What follows belongs to an exercise in optimizing a design on an open flow for small area; a production flow would make more cautious choices.
The RTL was checked by simulation tests, not by an equivalence proof against the original design.
Power is estimated from default activity; no workload was simulated.

==> flow/design.v <==
module gaincontroller (
    input clk,
    input rst,
    input [7:0] input_signal,
    output reg [7:0] output_signal,
    output vsync,
    output hsync
);
reg [5:0] i;                      
reg [5:0] j;                      
wire [5:0] i_d;
wire [5:0] j_d;
wire [7:0] fa;
wire [7:0] fb;
wire i_end;                       
gain_iblk u_i (.rst(rst), .i5(i[5]), .i4(i[4]), .i3(i[3]), .i2(i[2]), .i1(i[1]), .i0(i[0]),
    .d5(i_d[5]), .d4(i_d[4]), .d3(i_d[3]), .d2(i_d[2]), .d1(i_d[1]), .d0(i_d[0]),
    .f7(fa[7]), .f6(fa[6]), .f5(fa[5]), .f4(fa[4]), .f3(fa[3]), .f2(fa[2]), .f1(fa[1]), .f0(fa[0]),
    .sync(vsync), .last(i_end));
gain_jblk u_j (.rst(rst), .en(i_end), .j5(j[5]), .j4(j[4]), .j3(j[3]), .j2(j[2]), .j1(j[1]), .j0(j[0]),
    .d5(j_d[5]), .d4(j_d[4]), .d3(j_d[3]), .d2(j_d[2]), .d1(j_d[1]), .d0(j_d[0]),
    .f7(fb[7]), .f6(fb[6]), .f5(fb[5]), .f4(fb[4]), .f3(fb[3]), .f2(fb[2]), .f1(fb[1]), .f0(fb[0]),
    .sync(hsync));
wire [7:0] sat;
gain_add u_add (.x(input_signal), .fa(fa), .fb(fb), .y(sat));
always @(posedge clk) begin
  i <= i_d;
  j <= j_d;
  if (rst)
    output_signal <= 8'd0;
  else
    output_signal <= sat;
end
endmodule
module gain_add (
    input [7:0] x,
    input [7:0] fa,
    input [7:0] fb,
    output [7:0] y
);
wire k0 = fa[0] & fb[0];
wire k1 = (fa[1] & fb[1]) | (fa[1] & k0) | (fb[1] & k0);
wire k2 = (fa[2] & fb[2]) | (fa[2] & k1) | (fb[2] & k1);
wire [4:0] ps, pc;
assign {pc[0], ps[0]} = x[0] + fa[3] + fb[3];
assign {pc[1], ps[1]} = x[1] + fa[4] + fb[4];
assign {pc[2], ps[2]} = x[2] + fa[5] + fb[5];
assign {pc[3], ps[3]} = x[3] + fa[6] + fb[6];
assign {pc[4], ps[4]} = x[4] + fa[7] + fb[7];
wire [8:1] c;
wire [7:0] s;
assign {c[1], s[0]} = ps[0] + k2;
assign {c[2], s[1]} = ps[1] + pc[0] + c[1];
assign {c[3], s[2]} = ps[2] + pc[1] + c[2];
assign {c[4], s[3]} = ps[3] + pc[2] + c[3];
assign {c[5], s[4]} = ps[4] + pc[3] + c[4];
assign {c[6], s[5]} = x[5] + pc[4] + c[5];
assign {c[7], s[6]} = x[6] + c[6];
assign {c[8], s[7]} = x[7] + c[7];
assign y = s | {8{c[8]}};
endmodule
module gain_iblk ( 
    rst, i5, i4, i3, i2, i1, i0,
    d5, d4, d3, d2, d1, d0, f7, f6, f5, f4, f3, f2, f1, f0, sync, last  );
  input  rst, i5, i4, i3, i2, i1, i0;
  output d5, d4, d3, d2, d1, d0, f7, f6, f5, f4, f3, f2, f1, f0, sync, last;
  wire new_n25, new_n26, new_n27, new_n28, new_n29, new_n30, new_n32,
    new_n33, new_n35, new_n36, new_n38, new_n39, new_n41, new_n42, new_n45,
    new_n46, new_n47, new_n48, new_n49, new_n50, new_n51, new_n52, new_n53,
    new_n54, new_n55, new_n56, new_n57, new_n59, new_n60, new_n61, new_n64,
    new_n65, new_n66, new_n67, new_n68, new_n69, new_n71, new_n72, new_n73,
    new_n74, new_n75, new_n76, new_n78, new_n81, new_n82;
  assign last = ~i5 & i0;
  assign new_n25 = i5 & ~i0;
  assign new_n26 = i1 & new_n25;
  assign new_n27 = i2 & new_n26;
  assign new_n28 = i3 & new_n27;
  assign new_n29 = i4 & new_n28;
  assign new_n30 = ~last & ~new_n29;
  assign d5 = rst | new_n30;
  assign new_n32 = ~i4 & ~new_n28;
  assign new_n33 = ~rst & ~new_n29;
  assign d4 = ~new_n32 & new_n33;
  assign new_n35 = ~i3 & ~new_n27;
  assign new_n36 = ~rst & ~new_n28;
  assign d3 = ~new_n35 & new_n36;
  assign new_n38 = ~i2 & ~new_n26;
  assign new_n39 = ~rst & ~new_n27;
  assign d2 = ~new_n38 & new_n39;
  assign new_n41 = ~i1 & ~new_n25;
  assign new_n42 = ~new_n26 & ~new_n41;
  assign d1 = ~rst & new_n42;
  assign d0 = rst | new_n25;
  assign new_n45 = i4 & i3;
  assign new_n46 = ~i4 & ~i3;
  assign new_n47 = ~new_n45 & ~new_n46;
  assign new_n48 = i4 & ~i2;
  assign new_n49 = ~i4 & i2;
  assign new_n50 = ~new_n48 & ~new_n49;
  assign new_n51 = ~new_n41 & new_n50;
  assign new_n52 = i3 & ~new_n51;
  assign new_n53 = i4 & ~new_n26;
  assign new_n54 = ~i2 & ~new_n53;
  assign new_n55 = ~new_n52 & new_n54;
  assign new_n56 = new_n41 & new_n48;
  assign new_n57 = ~new_n47 & ~new_n51;
  assign f6 = ~new_n56 & new_n57;
  assign new_n59 = ~i4 & i1;
  assign new_n60 = i2 & ~new_n59;
  assign new_n61 = ~f6 & new_n60;
  assign f2 = new_n55 | new_n61;
  assign f7 = ~new_n47 & f2;
  assign new_n64 = i4 & new_n42;
  assign new_n65 = i3 & ~new_n49;
  assign new_n66 = ~i3 & new_n49;
  assign new_n67 = ~new_n65 & ~new_n66;
  assign new_n68 = ~new_n51 & new_n67;
  assign new_n69 = ~new_n59 & ~new_n68;
  assign f5 = ~new_n64 & new_n69;
  assign new_n71 = i1 & new_n67;
  assign new_n72 = new_n50 & ~new_n71;
  assign new_n73 = new_n25 & ~new_n72;
  assign new_n74 = ~i1 & ~new_n67;
  assign new_n75 = ~new_n50 & new_n71;
  assign new_n76 = ~new_n74 & ~new_n75;
  assign f1 = new_n73 | ~new_n76;
  assign new_n78 = new_n25 & f1;
  assign f4 = ~new_n68 & ~new_n78;
  assign f3 = ~new_n25 & f2;
  assign new_n81 = ~i3 & ~new_n50;
  assign new_n82 = new_n76 & new_n81;
  assign f0 = ~new_n25 & ~new_n82;
  assign sync = ~i5 & ~i0;
endmodule
module gain_jblk ( 
    rst, en, j5, j4, j3, j2, j1, j0,
    d5, d4, d3, d2, d1, d0, f7, f6, f5, f4, f3, f2, f1, f0, sync  );
  input  rst, en, j5, j4, j3, j2, j1, j0;
  output d5, d4, d3, d2, d1, d0, f7, f6, f5, f4, f3, f2, f1, f0, sync;
  wire new_n24, new_n25, new_n26, new_n27, new_n28, new_n29, new_n30,
    new_n31, new_n32, new_n34, new_n35, new_n37, new_n38, new_n40, new_n41,
    new_n43, new_n44, new_n46, new_n47, new_n49, new_n50, new_n51, new_n52,
    new_n53, new_n54, new_n55, new_n56, new_n57, new_n58, new_n59, new_n60,
    new_n61, new_n62, new_n63, new_n64, new_n66, new_n67, new_n68, new_n71,
    new_n72, new_n73, new_n75, new_n76, new_n77, new_n78, new_n79, new_n80,
    new_n82;
  assign new_n24 = en & j0;
  assign new_n25 = ~j5 & ~new_n24;
  assign new_n26 = j5 & j0;
  assign new_n27 = en & new_n26;
  assign new_n28 = ~j1 & new_n27;
  assign new_n29 = ~j2 & new_n28;
  assign new_n30 = j3 & new_n29;
  assign new_n31 = j4 & new_n30;
  assign new_n32 = ~new_n25 & ~new_n31;
  assign d5 = rst | new_n32;
  assign new_n34 = ~j4 & ~new_n30;
  assign new_n35 = ~rst & ~new_n31;
  assign d4 = ~new_n34 & new_n35;
  assign new_n37 = ~j3 & ~new_n29;
  assign new_n38 = ~rst & ~new_n30;
  assign d3 = ~new_n37 & new_n38;
  assign new_n40 = j2 & ~new_n28;
  assign new_n41 = ~rst & ~new_n29;
  assign d2 = new_n40 | ~new_n41;
  assign new_n43 = j1 & ~new_n27;
  assign new_n44 = ~rst & ~new_n28;
  assign d1 = new_n43 | ~new_n44;
  assign new_n46 = ~en & ~j0;
  assign new_n47 = ~rst & ~new_n46;
  assign d0 = ~new_n27 & new_n47;
  assign new_n49 = j4 & j3;
  assign new_n50 = ~j4 & ~j3;
  assign new_n51 = ~new_n49 & ~new_n50;
  assign new_n52 = j1 & ~new_n26;
  assign new_n53 = j4 & j2;
  assign new_n54 = ~j4 & ~j2;
  assign new_n55 = ~new_n53 & ~new_n54;
  assign new_n56 = new_n51 & ~new_n55;
  assign new_n57 = j3 & new_n52;
  assign new_n58 = ~j2 & new_n50;
  assign new_n59 = ~new_n26 & ~new_n58;
  assign new_n60 = ~j4 & ~j1;
  assign new_n61 = j4 & j1;
  assign new_n62 = ~new_n60 & ~new_n61;
  assign new_n63 = ~new_n59 & new_n62;
  assign new_n64 = ~new_n57 & ~new_n63;
  assign f5 = ~new_n56 & ~new_n64;
  assign new_n66 = new_n52 & f5;
  assign new_n67 = new_n51 & ~new_n64;
  assign new_n68 = ~new_n55 & ~new_n67;
  assign f2 = ~new_n66 & ~new_n68;
  assign f7 = ~new_n51 & f2;
  assign new_n71 = new_n57 & new_n68;
  assign new_n72 = ~new_n52 & new_n55;
  assign new_n73 = ~new_n51 & ~new_n72;
  assign f6 = ~new_n71 & new_n73;
  assign new_n75 = ~new_n51 & new_n64;
  assign new_n76 = ~new_n67 & ~new_n75;
  assign new_n77 = f2 & new_n76;
  assign new_n78 = new_n26 & ~new_n77;
  assign new_n79 = ~j1 & new_n56;
  assign new_n80 = ~new_n66 & ~new_n79;
  assign f1 = new_n78 | ~new_n80;
  assign new_n82 = ~new_n52 & ~f1;
  assign f4 = new_n66 | new_n82;
  assign f0 = new_n52 | new_n59;
  assign f3 = f2 & f0;
  assign sync = ~j5 & j0;
endmodule
==> flow/flow/run.sh <==
#!/bin/bash
# Own layout flow: the standard ORFS flow with these changes:
#  - synthesis: the adder module gain_add is mapped to full/half-adder cells
#    (extract_fa on that module only, before any ABC run); the design is then
#    flattened and mapped by ABC with each script in flow/*.abc, keeping the
#    smallest result (flow/abc_best.tcl);
#  - port buffers are buf_1; CTS adds no dummy loads.
# Each tool's output goes to a log of its own in this folder (synth.log,
# finish.log) and ORFS's per-step logs under orfs/logs.
set -euo pipefail
W=$PWD
F=$W/flow

sed -e 's/synth -top \$::env(DESIGN_NAME) -run fine: /synth -top $::env(DESIGN_NAME) -noabc -run fine: /' \
    -e 's/^  extract_fa .*$/  extract_fa {*}[dont_use_extract_fa_args] gain_add/' \
    -e 's/^  dont_use_after_adder_step$/  dont_use_after_adder_step\n  setattr -mod -unset keep_hierarchy\n  setattr -unset keep_hierarchy\n  flatten\n  opt_clean -purge/' \
    -e 's/^  log_cmd abc {\*}\$abc_args$/  source $::env(MY_ABC_TCL)/' \
    "$FLOW_HOME/scripts/synth.tcl" > "$W/synth_fa.tcl"
grep -q -- '-noabc -run fine:' "$W/synth_fa.tcl"
grep -q 'extract_fa .* gain_add' "$W/synth_fa.tcl"
grep -q '^  flatten$' "$W/synth_fa.tcl"
grep -q 'MY_ABC_TCL' "$W/synth_fa.tcl"

sed -e "s#\$::env(SCRIPTS_DIR)/synth.tcl#$W/synth_fa.tcl#" "$W/synth_recipe.tcl" > "$W/synth_recipe_fa.tcl"
grep -q "synth_fa.tcl" "$W/synth_recipe_fa.tcl"
sed -e "s#SYNTH_SCRIPT=[^ ]*#SYNTH_SCRIPT=$W/synth_recipe_fa.tcl#" "$W/standard.sh" > "$W/standard_fa.sh"
grep -q "synth_recipe_fa.tcl" "$W/standard_fa.sh"

export MY_ABC_TCL=$F/abc_best.tcl
export MY_ABC_SCRIPTS="$F/s_b4.abc $F/s_e1.abc $F/s_a2.abc $F/s_f1.abc $F/s_c4.abc"
bash "$W/standard_fa.sh" SYNTH_HIERARCHICAL=1 synth > "$W/synth.log" 2>&1
bash "$W/standard_fa.sh" SYNTH_HIERARCHICAL=1 \
  "BUFFER_PORTS_ARGS=-buffer_cell sky130_fd_sc_hd__buf_1" \
  "CTS_ARGS=-sink_clustering_enable -repair_clock_nets -dont_use_dummy_load" \
  finish > "$W/finish.log" 2>&1
==> flow/flow/abc_best.tcl <==
# Map with each ABC script in MY_ABC_SCRIPTS and keep the result with the
# least cell area (sourced in place of synth.tcl's single abc call).
set my_abc_rest [lrange $abc_args 2 end]
design -save my_pre_abc
set my_best_area ""
set my_best_script ""
foreach my_scr $::env(MY_ABC_SCRIPTS) {
  design -load my_pre_abc
  abc -script $my_scr {*}$my_abc_rest
  set my_st [tee -q -s result.string stat {*}$lib_args]
  if { [regexp {Chip area for module[^:]*: ([0-9.]+)} $my_st -> my_area] } {
    puts "ABC script $my_scr: cell area $my_area"
    if { $my_best_area eq "" || $my_area < $my_best_area } {
      set my_best_area $my_area
      set my_best_script $my_scr
    }
  }
}
design -load my_pre_abc
puts "Using ABC script $my_best_script (cell area $my_best_area)"
abc -script $my_best_script {*}$my_abc_rest
==> flow/flow/s_a2.abc <==
strash
&get -n
&fraig -x
&put
scorr
dc2
strash
&get -n
&dch -f
&nf -R 1000
&put
==> flow/flow/s_b4.abc <==
strash
&get -n
&fraig -x
&put
scorr
dc2
strash
dch -f
amap
==> flow/flow/s_c4.abc <==
strash
dc2
strash
&get -n
&dch -f
&nf -a -R 1000
&put
strash
dch -f
amap
==> flow/flow/s_e1.abc <==
strash
&get -n
&fraig -x
&put
scorr
dc2
strash
dch -f
amap
strash
dch -f
amap
strash
dch -f
amap
==> flow/flow/s_f1.abc <==
strash
&get -n
&fraig -x
&put
scorr
dc2
strash
dch -f
amap
strash
dch -f
amap
strash
dch -f
amap
strash
dch -f
amap
strash
dch -f
amap
strash
dch -f
amap
strash
dch -f
amap
strash
dch -f
amap
==> flow/standard.sh <==
#!/bin/bash
# synth_recipe.tcl (not shown) runs the flow's synth.tcl, then flattens the netlist and writes it again
# the make line also repeats each setting of config.mk as NAME=value (left out here)
make -C /OpenROAD-flow-scripts/flow DESIGN_CONFIG=/design/flow/config.mk WORK_HOME=/design/flow/orfs CLKGATE_MAP_FILE= SYNTH_SCRIPT=/design/flow/synth_recipe.tcl "${@:-finish}"
==> flow/config.mk <==
export PLATFORM = sky130hd
export DESIGN_NAME = gaincontroller
export DESIGN_NICKNAME = gaincontroller
export VERILOG_FILES = /design/flow/design.v
export SDC_FILE = /design/flow/constraint.sdc
export NUM_CORES = 4
export LEC_CHECK = 0
export CAP_MARGIN = 20
export CORE_AREA = 2.3 2.72 61.64 59.84
export DIE_AREA = 0 0 64 62.56
export SLEW_MARGIN = 20
==> flow/constraint.sdc <==
create_clock -name core_clock -period 14.0 [get_ports {clk}]
set_input_delay 2.8000 -clock core_clock [delete_from_list [all_inputs] [get_ports {clk}]]
set_output_delay 2.8000 -clock core_clock [all_outputs]
set_load 0.01 [all_outputs]
==> results of run 1 <==
-- cell usage after synthesis --
library cell	count	area (um2)
sky130_fd_sc_hd__a311o_1	1	10.0
sky130_fd_sc_hd__o211ai_1	1	7.51
sky130_fd_sc_hd__o21a_1	1	7.51
sky130_fd_sc_hd__ha_1	4	50.1
sky130_fd_sc_hd__a31oi_1	2	12.5
sky130_fd_sc_hd__nor3_1	6	30.0
sky130_fd_sc_hd__nor2_1	44	165
sky130_fd_sc_hd__a311oi_1	1	8.76
sky130_fd_sc_hd__a21oi_1	6	30.0
sky130_fd_sc_hd__o32a_1	1	10.0
sky130_fd_sc_hd__nor2b_1	2	12.5
sky130_fd_sc_hd__dfxtp_1	20	400
sky130_fd_sc_hd__fa_1	10	200
sky130_fd_sc_hd__a211oi_1	2	15.0
sky130_fd_sc_hd__nand2_1	9	33.8
sky130_fd_sc_hd__o21ai_0	9	45.0
sky130_fd_sc_hd__a22oi_1	1	7.51
sky130_fd_sc_hd__o31a_1	1	8.76
sky130_fd_sc_hd__a221oi_1	1	8.76
sky130_fd_sc_hd__o22ai_1	6	37.5
sky130_fd_sc_hd__clkinv_1	16	60.1
-- power by group --
group | internal [W] | switching [W]
Combinational | 0.0000142 | 0.0000202
Clock | 0.0000100 | 0.0000172
Sequential | 0.0000623 | 0.00000150
-- cell type report --
type                            instances  area, um2  share of cell area
Multi-Input combinational cell        108        701               0.534
Sequential cell                        20        400               0.305
Timing Repair Buffer                   19       71.3              0.0543
Inverter                               16       60.1              0.0458
Tap cell                               46       57.6              0.0439
Clock buffer                            3       22.5              0.0172
-- final timing paths --
| check | from | endpoint | cells after the start |
|---|---|---|---|
| hold / removal | j[1]$_DFF_P_ | j[1]$_DFF_P_ | 2 |
| hold reg to reg | j[1]$_DFF_P_ | j[1]$_DFF_P_ | 2 |
| setup / recovery | input_signal[0] | output_signal[0]$_SDFF_PP0_ | 12 |
| setup reg to reg | j[0]$_DFF_P_ | output_signal[0]$_SDFF_PP0_ | 21 |
-- stage by stage --
step	power [W]	area [um2]	hold slack, ps
finish	0.000125	1310	548
global route	0.000137	1310	582
CTS	0.000128	1310	547
detailed placement	0.000100	1290	523
global placement	0.0000997	1290	518
floorplan	0.0000906	1160	491
-- state kept, by name (all words and copies together) (netlist names) --
| register | cells |
|---|---|
| i | 6 |
| output_signal | 8 |
| j | 6 |
-- tightest hold or removal path, delay by kind of cell, from the launching register on --
kind | cells | cell delay (ps)
AOI/OAI and AO/OA | 1 | 80
DFF | 1 | 390
and+or+nand+nor | 1 | 60
-- cells by family (layout without fill, tap and decap cells) --
kind of cell	Yosys count	in the layout	share of synthesized area
flip-flops	20	20	0.345
AND/OR/NAND/NOR	61	61	0.208
adder cells (fa/ha/maj)	14	14	0.216
buffers and inverters	16	38	0.0517
AO/OA/AOI/OAI	33	33	0.180
-- per-layer routing --
metal	wire [um]	vias up	track usage
li1	-	537	-
met1	1000	475	0.166
met2	1000	30	0.185
met3	97	2	0.0180
met4	23	0	0.0625
met5	0	-	0
==> run summary, run 1 <==
==========================================================================
Biggest cell delay along the critical path ..................       460 ps
Total leakage power .........................................     0.464 nW
Final wirelength ............................................      2130 um
Flop-to-flop setup slack ....................................      8210 ps
Number of placement rows ....................................           21
Netlist cell types ..........................................           21
Total Die Area ..............................................     4000 um2
CTS tree ....................................................        built
Worst max-slew margin expressed relative to the limit .......        0.524
Average footprint of a synthesized cell .....................     8.06 um2
Most common cell after layout, fill and taps aside .......... sky130_fd_sc_hd__nor2_1
Total of flip-flops plus latches after synthesis ............           20
First-pass GRT wire length ..................................      3850 um
Number of placed cells counting well taps ...................          209
Slew at the pin with the worst max-slew slack ...............       714 ps
VDD IR-drop max .............................................      29.6 uV
Setup crit start kind .......................................    input pin
RSZ-0062 raised after global routing ........................           no
Inserted Diodes .............................................            0
Warning count from the yosys run ............................            7
Max cap viols ...............................................            0
Boundary Pins ...............................................           20
Total of hold buffers inserted after clock tree synthesis ...            0
Via total after detailed routing ............................        1,044
First-iteration detailed-routing DRC count ..................           51
Reg clk slew, reported paths ................................       110 ps
Highest-count cells in the layout ignoring fill and taps .... 44 x sky130_fd_sc_hd__nor2_1, 20 x sky130_fd_sc_hd__dfxtp_1, 19 x sky130_fd_sc_hd__buf_1, 16 x sky130_fd_sc_hd__clkinv_1, 10 x sky130_fd_sc_hd__fa_1
Least setup slack across all paths after layout .............      7690 ps
Die extent in y .............................................      62.6 um
Result of the run ...........................................  timing/DRC/antenna clean
Maximum fanout count along the critical path ................            7
CTS Sinks ...................................................           20
Final-report hold violation count ...........................            0
Final non-filler cell total .................................          212
Post-CTS setup buffer count .................................            0
Arr. time, crit path ........................................      6480 ps
Crit path buf inv count .....................................            1
Power density over the cells ................................  95.6 nW/um2
Filler Cell Count ...........................................          364
RePlAce Congestion ..........................................        0.803
Post-Syn Area ...............................................     1160 um2
Share of the clock period used by the worst path ............        0.451
Routed length per instance ..................................      10.0 um
Drc violations ..............................................            0
Final net count .............................................          192
Seq/Total Area, Yosys .......................................        0.345
Vias per cell ...............................................         4.92
Setup Crit Path Kind ........................................       in2reg
Root buffer cell ............................................ sky130_fd_sc_hd__clkbuf_4
Level count of the clock H-tree .............................            1
Worst slack after detailed placement ........................      7330 ps
Via count of the first global-routing pass ..................          957
Antenna violations before repair ............................            0
Largest delay share family, worst path ......................  adder cells
Largest net degree at the start of global routing ...........           17
Number of nets still failing antenna checks after routing ...            0
Utilization after layout ....................................        0.387
PortBufs ....................................................           19
Gate Count Post-Synth .......................................          144
Cell mode on critical path .................................. sky130_fd_sc_hd__fa_1
Cell type of the slowest stage on the worst timing path ..... sky130_fd_sc_hd__fa_1
Final Setup Violations ......................................            0
Path type of the worst min-delay path .......................      reg2reg
Die extent in x .............................................        64 um
Inserted Clock Buffers ......................................            3
Mapped Nets .................................................          168
Fmax achieved ...............................................      158 MHz
Endpoint kind of the worst setup timing path ................     register
Half-perimeter wire length of the detailed placement result .      1740 um
Clock period minus final worst setup slack ..................      6310 ps
Synthesis-to-finish area growth .............................        13.0%
Critical path cell sequence ................................. buf_1, fa_1, ha_1, fa_1, fa_1, fa_1, fa_1, fa_1, ha_1, ha_1, nor2_1, nor2_1
Clock latency on the worst-skew pair ........................       290 ps
Final global-route overflow total ...........................            0
Core region area ............................................     3390 um2
Total global-route track usage ..............................        0.121
Post-route setup TNS ........................................         0 ps
Worst Skew ..................................................      3.12 ps
CP required .................................................    14,170 ps
Clock Tree Buf Depth ........................................            2
Number of cells upsized or downsized after cts ..............            0
Count of TritonRoute iterations in the first routing pass ...            4
Share of post-route cells with drive strength above 1 .......       0.0181
Pins Over Slew Limit ........................................            0
Initial Util ................................................        0.343
==========================================================================
==> run 2, diff against run 1 <==
--- a/flow/design.v
+++ b/flow/design.v
@@ -47,8 +47,8 @@
 assign {pc[2], ps[2]} = x[2] + fa[5] + fb[5];
 assign {pc[3], ps[3]} = x[3] + fa[6] + fb[6];
 assign {pc[4], ps[4]} = x[4] + fa[7] + fb[7];
-wire [8:1] c;
-wire [7:0] s;
+wire [7:1] c;
+wire [6:0] s;
 assign {c[1], s[0]} = ps[0] + k2;
 assign {c[2], s[1]} = ps[1] + pc[0] + c[1];
 assign {c[3], s[2]} = ps[2] + pc[1] + c[2];
@@ -56,8 +56,8 @@
 assign {c[5], s[4]} = ps[4] + pc[3] + c[4];
 assign {c[6], s[5]} = x[5] + pc[4] + c[5];
 assign {c[7], s[6]} = x[6] + c[6];
-assign {c[8], s[7]} = x[7] + c[7];
-assign y = s | {8{c[8]}};
+wire ovf = x[7] & c[7];
+assign y = {x[7] | c[7], s | {7{ovf}}};
 endmodule
 module gain_iblk ( 
     rst, i5, i4, i3, i2, i1, i0,
==> run 2 against run 1 <==
Effect of this change:
- final area shrank 2.2%
- clock power shrank 2%
- register-to-register slack worse by 40 ps
- combinational power is 2% lower
- largest power group unchanged
- highest routed layer unchanged
==> run summary, run 2 <==
==================================================================================
Result of the run ...................................................  timing/DRC/antenna clean
Cell type of the slowest stage on the worst timing path ............. sky130_fd_sc_hd__fa_1
Largest regs ........................................................ output_signal: 8 flops, i: 6 flops, j: 6 flops
Clock period minus final worst setup slack ..........................      6270 ps
VDD IR-drop max .....................................................      25.2 uV
Antenna violations before repair ....................................            0
Worst hold margin ...................................................       513 ps
Final-report hold violation count ...................................            0
Pins Over Slew Limit ................................................            0
Worst Skew ..........................................................      7.81 ps
Switching share of power ............................................        0.308
Max cap viols .......................................................            0
Drc violations ......................................................            0
Setup crit start kind ...............................................    input pin
Arr. time, crit path ................................................      6430 ps
First-pass GRT wire length ..........................................      4060 um
CP required .........................................................    14,160 ps
Net load switching power ............................................  0.0000384 W
Final wirelength ....................................................      2400 um
Endpoint kind of the worst setup timing path ........................     register
Area of all placed cells without fillers ............................     1280 um2
Synthesis-to-finish area growth .....................................        13.4%
Number of cells upsized or downsized after cts ......................            0
Filler Cell Count ...................................................          353
Reg clk slew, reported paths ........................................       110 ps
Part of the power in the clock network ..............................        0.214
Largest delay share family, worst path ..............................  adder cells
Path type of the worst min-delay path ...............................      reg2reg
Clock latency on the worst-skew pair ................................       300 ps
Final non-filler cell total .........................................          208
Inserted Diodes .....................................................            0
Total global-route track usage ......................................        0.129
Final global-route overflow total ...................................            0
Average footprint of a synthesized cell .............................     8.09 um2
Total of flip-flops plus latches after synthesis ....................           20
RePlAce Congestion ..................................................        0.884
Total of hold buffers inserted after clock tree synthesis ...........            0
Boundary Pins .......................................................           20
Level count of the clock H-tree .....................................            1
Setup Crit Path Kind ................................................       in2reg
Biggest cell delay along the critical path ..........................       460 ps
Post-CTS setup buffer count .........................................            0
Die extent in x .....................................................        64 um
Core region area ....................................................     3390 um2
Most used DFF post-synth ............................................ sky130_fd_sc_hd__dfxtp_1
Area occupied by registers ..........................................      400 um2
Most common cell after layout, fill and taps aside .................. sky130_fd_sc_hd__nor2_1
Vias per cell .......................................................         4.97
Initial Util ........................................................        0.334
Post-synth top area share ...........................................        0.354
Top post-synthesis cells by area .................................... sky130_fd_sc_hd__dfxtp_1 35%, sky130_fd_sc_hd__fa_1 18%, sky130_fd_sc_hd__nor2_1 14%, sky130_fd_sc_hd__clkinv_1 5.6%, sky130_fd_sc_hd__o22ai_1 3.9%
RSZ-0062 raised after global routing ................................           no
Worst max-slew margin expressed relative to the limit ...............        0.524
Final Setup Violations ..............................................            0
Fmax achieved .......................................................      159 MHz
Total area of multi-input combinational cells .......................      668 um2
Crit path buf inv count .............................................            1
Number of placed cells counting well taps ...........................          205
Clock Tree Buf Depth ................................................            2
Share of the clock period used by the worst path ....................        0.448
Most repeated cell in the gate-level netlist after synthesis ........ sky130_fd_sc_hd__nor2_1
Warning count from the yosys run ....................................            7
Largest area contributor in the synthesized netlist ................. sky130_fd_sc_hd__dfxtp_1
Share of power burned in registers ..................................        0.514
Die extent in y .....................................................      62.6 um
Highest-count cells in the layout ignoring fill and taps ............ 42 x sky130_fd_sc_hd__nor2_1, 20 x sky130_fd_sc_hd__dfxtp_1, 19 x sky130_fd_sc_hd__buf_1, 17 x sky130_fd_sc_hd__clkinv_1, 10 x sky130_fd_sc_hd__fa_1
Power density over the cells ........................................  97.2 nW/um2
Maximum fanout count along the critical path ........................            7
Count of TritonRoute iterations in the first routing pass ...........            4
Root buffer cell .................................................... sky130_fd_sc_hd__clkbuf_4
Final net count .....................................................          186
Mapped Nets .........................................................          162
Half-perimeter wire length of the detailed placement result .........      1930 um
Combinational fraction of design power ..............................        0.272
Critical path cell sequence ......................................... buf_1, fa_1, ha_1, fa_1, fa_1, fa_1, fa_1, fa_1, ha_1, and2_0, nor2_1, nor2_1
Final Power .........................................................   0.000125 W
Inserted Clock Buffers ..............................................            3
CTS Sinks ...........................................................           20
Cell mode on critical path .......................................... sky130_fd_sc_hd__fa_1
Number of synthesized flops with an enable pin ......................            0
Largest net degree at the start of global routing ...................           17
Share of async-settable or async-resettable flops after synthesis ...            0
Largest register by flop count ...................................... output_signal
CTS tree ............................................................        built
Total cell area at the placement stage ..............................     1260 um2
Routed length per instance ..........................................      11.5 um
Internal power of the cells .........................................  0.0000863 W
Share of post-route cells with drive strength above 1 ...............       0.0185
Netlist cell types ..................................................           20
List of most frequent post-synthesis cells .......................... 42 x sky130_fd_sc_hd__nor2_1, 20 x sky130_fd_sc_hd__dfxtp_1, 17 x sky130_fd_sc_hd__clkinv_1
Slew at the pin with the worst max-slew slack .......................       714 ps
PortBufs ............................................................           19
Number of placement rows ............................................           21
First-iteration detailed-routing DRC count ..........................           42
Total Die Area ......................................................     4000 um2
Via total after detailed routing ....................................        1,033
Flip-flop count of the largest register, all copies and words added .            8
Gate Count Post-Synth ...............................................          140
Via count of the first global-routing pass ..........................          955
Seq/Total Area, Yosys ...............................................        0.354
Post-Syn Area .......................................................     1130 um2
Total leakage power .................................................     0.432 nW
Number of nets still failing antenna checks after routing ...........            0
Post-route setup TNS ................................................         0 ps
==================================================================================
[run 2: changes by cell type after synthesis, moves of 2 or more]
cell	before	now
sky130_fd_sc_hd__a211oi_1	2	4
sky130_fd_sc_hd__ha_1	4	2
sky130_fd_sc_hd__nor2_1	44	42
sky130_fd_sc_hd__nor2b_1	2	0
[run 2: layout make-up]
cell class                 count  area share
sequential                    20       0.312
tap                           46      0.0448
multi-input combinational    103       0.520
inverter                      17      0.0497
clock buffer                   3      0.0175
timing repair buffer          19      0.0556
[run 2: per-stage QoR]
step                      setup WS (ps)   util
final                              7730  0.379
after global routing               7520  0.379
after CTS                          7710  0.379
after detailed placement           7370  0.372
after global placement             7430  0.372
after floorplan                    7650      -
[run 2: routing by layer]
layer  vias to the layer above  GRT usage  share of wire
li1                        520          -              -
met2                        15      0.227           0.51
met3                         5     0.0162          0.014
met1                       493      0.159           0.46
met5                         -          0              0
met4                         0     0.0489          0.017
[run 2: final timing paths]
check	start	to	slack [ps]	depth (start not counted)
min	j[0]$_DFF_P_	j[0]$_DFF_P_	510	2
min reg2reg	j[0]$_DFF_P_	j[0]$_DFF_P_	510	2
max	input_signal[0]	output_signal[3]$_SDFF_PP0_	7730	12
max reg2reg	j[4]$_DFF_P_	output_signal[3]$_SDFF_PP0_	8170	20
[run 2: power groups by stage]
| stage | sequential, W | combinational (W) | clock (W) |
|---|---|---|---|
| 4_1_cts | 0.0000642 | 0.0000343 | 0.0000285 |
| 3_5_place_dp | 0.0000656 | 0.0000341 | 0 |
| 2_1_floorplan | 0.0000678 | 0.0000224 | 0 |
| 3_3_place_gp | 0.0000651 | 0.0000340 | 0 |
| 6_report | 0.0000641 | 0.0000339 | 0.0000267 |
| 5_1_grt | 0.0000646 | 0.0000397 | 0.0000304 |
[run 2: tightest hold or removal path, cell delays in order, from the launching register on]
cell and delay, ps:
sky130_fd_sc_hd__dfxtp_1 340, sky130_fd_sc_hd__clkinv_1 60, sky130_fd_sc_hd__a211oi_1 60
[run 2: cells by family (layout without fill, tap and decap cells)]
group,after synthesis,after routing,synth area share
AND/OR/NAND/NOR,56,56,0.193
AO/OA/AOI/OAI,35,35,0.198
flip-flops,20,20,0.354
buffers and inverters,17,39,0.0564
adder cells (fa/ha/maj),12,12,0.199

re-timing with driven ports:
In the flow no input, the clock included, has a driving cell. The finished layouts below were timed again as built, in two steps. Step 1: set_driving_cell puts a clkbuf_16 on clk and a buf_2 on each other input, an assumption about the parent block. Step 2 moves the port delays by t, midway between the first and last clock arrival at a register: inputs arrive t later, outputs are due t later. That takes back most of the time a late clock gives input paths. Three values: no drivers, after step 1, after step 2; two values: the first two.
| run | shift t [ns] | setup WS [ns] | latest minus earliest clock arrival (ns) | worst slew at a driven data input, ns |
|---|---|---|---|---|
| run 1 | 0.316 | 7.688 / 7.690 / 7.374 | 0.003 / 0.003 | 0.03 |
| run 2 | 0.315 | 7.727 / 7.728 / 7.413 | 0.008 / 0.008 | 0.03 |
After both steps every run listed still meets setup and hold.
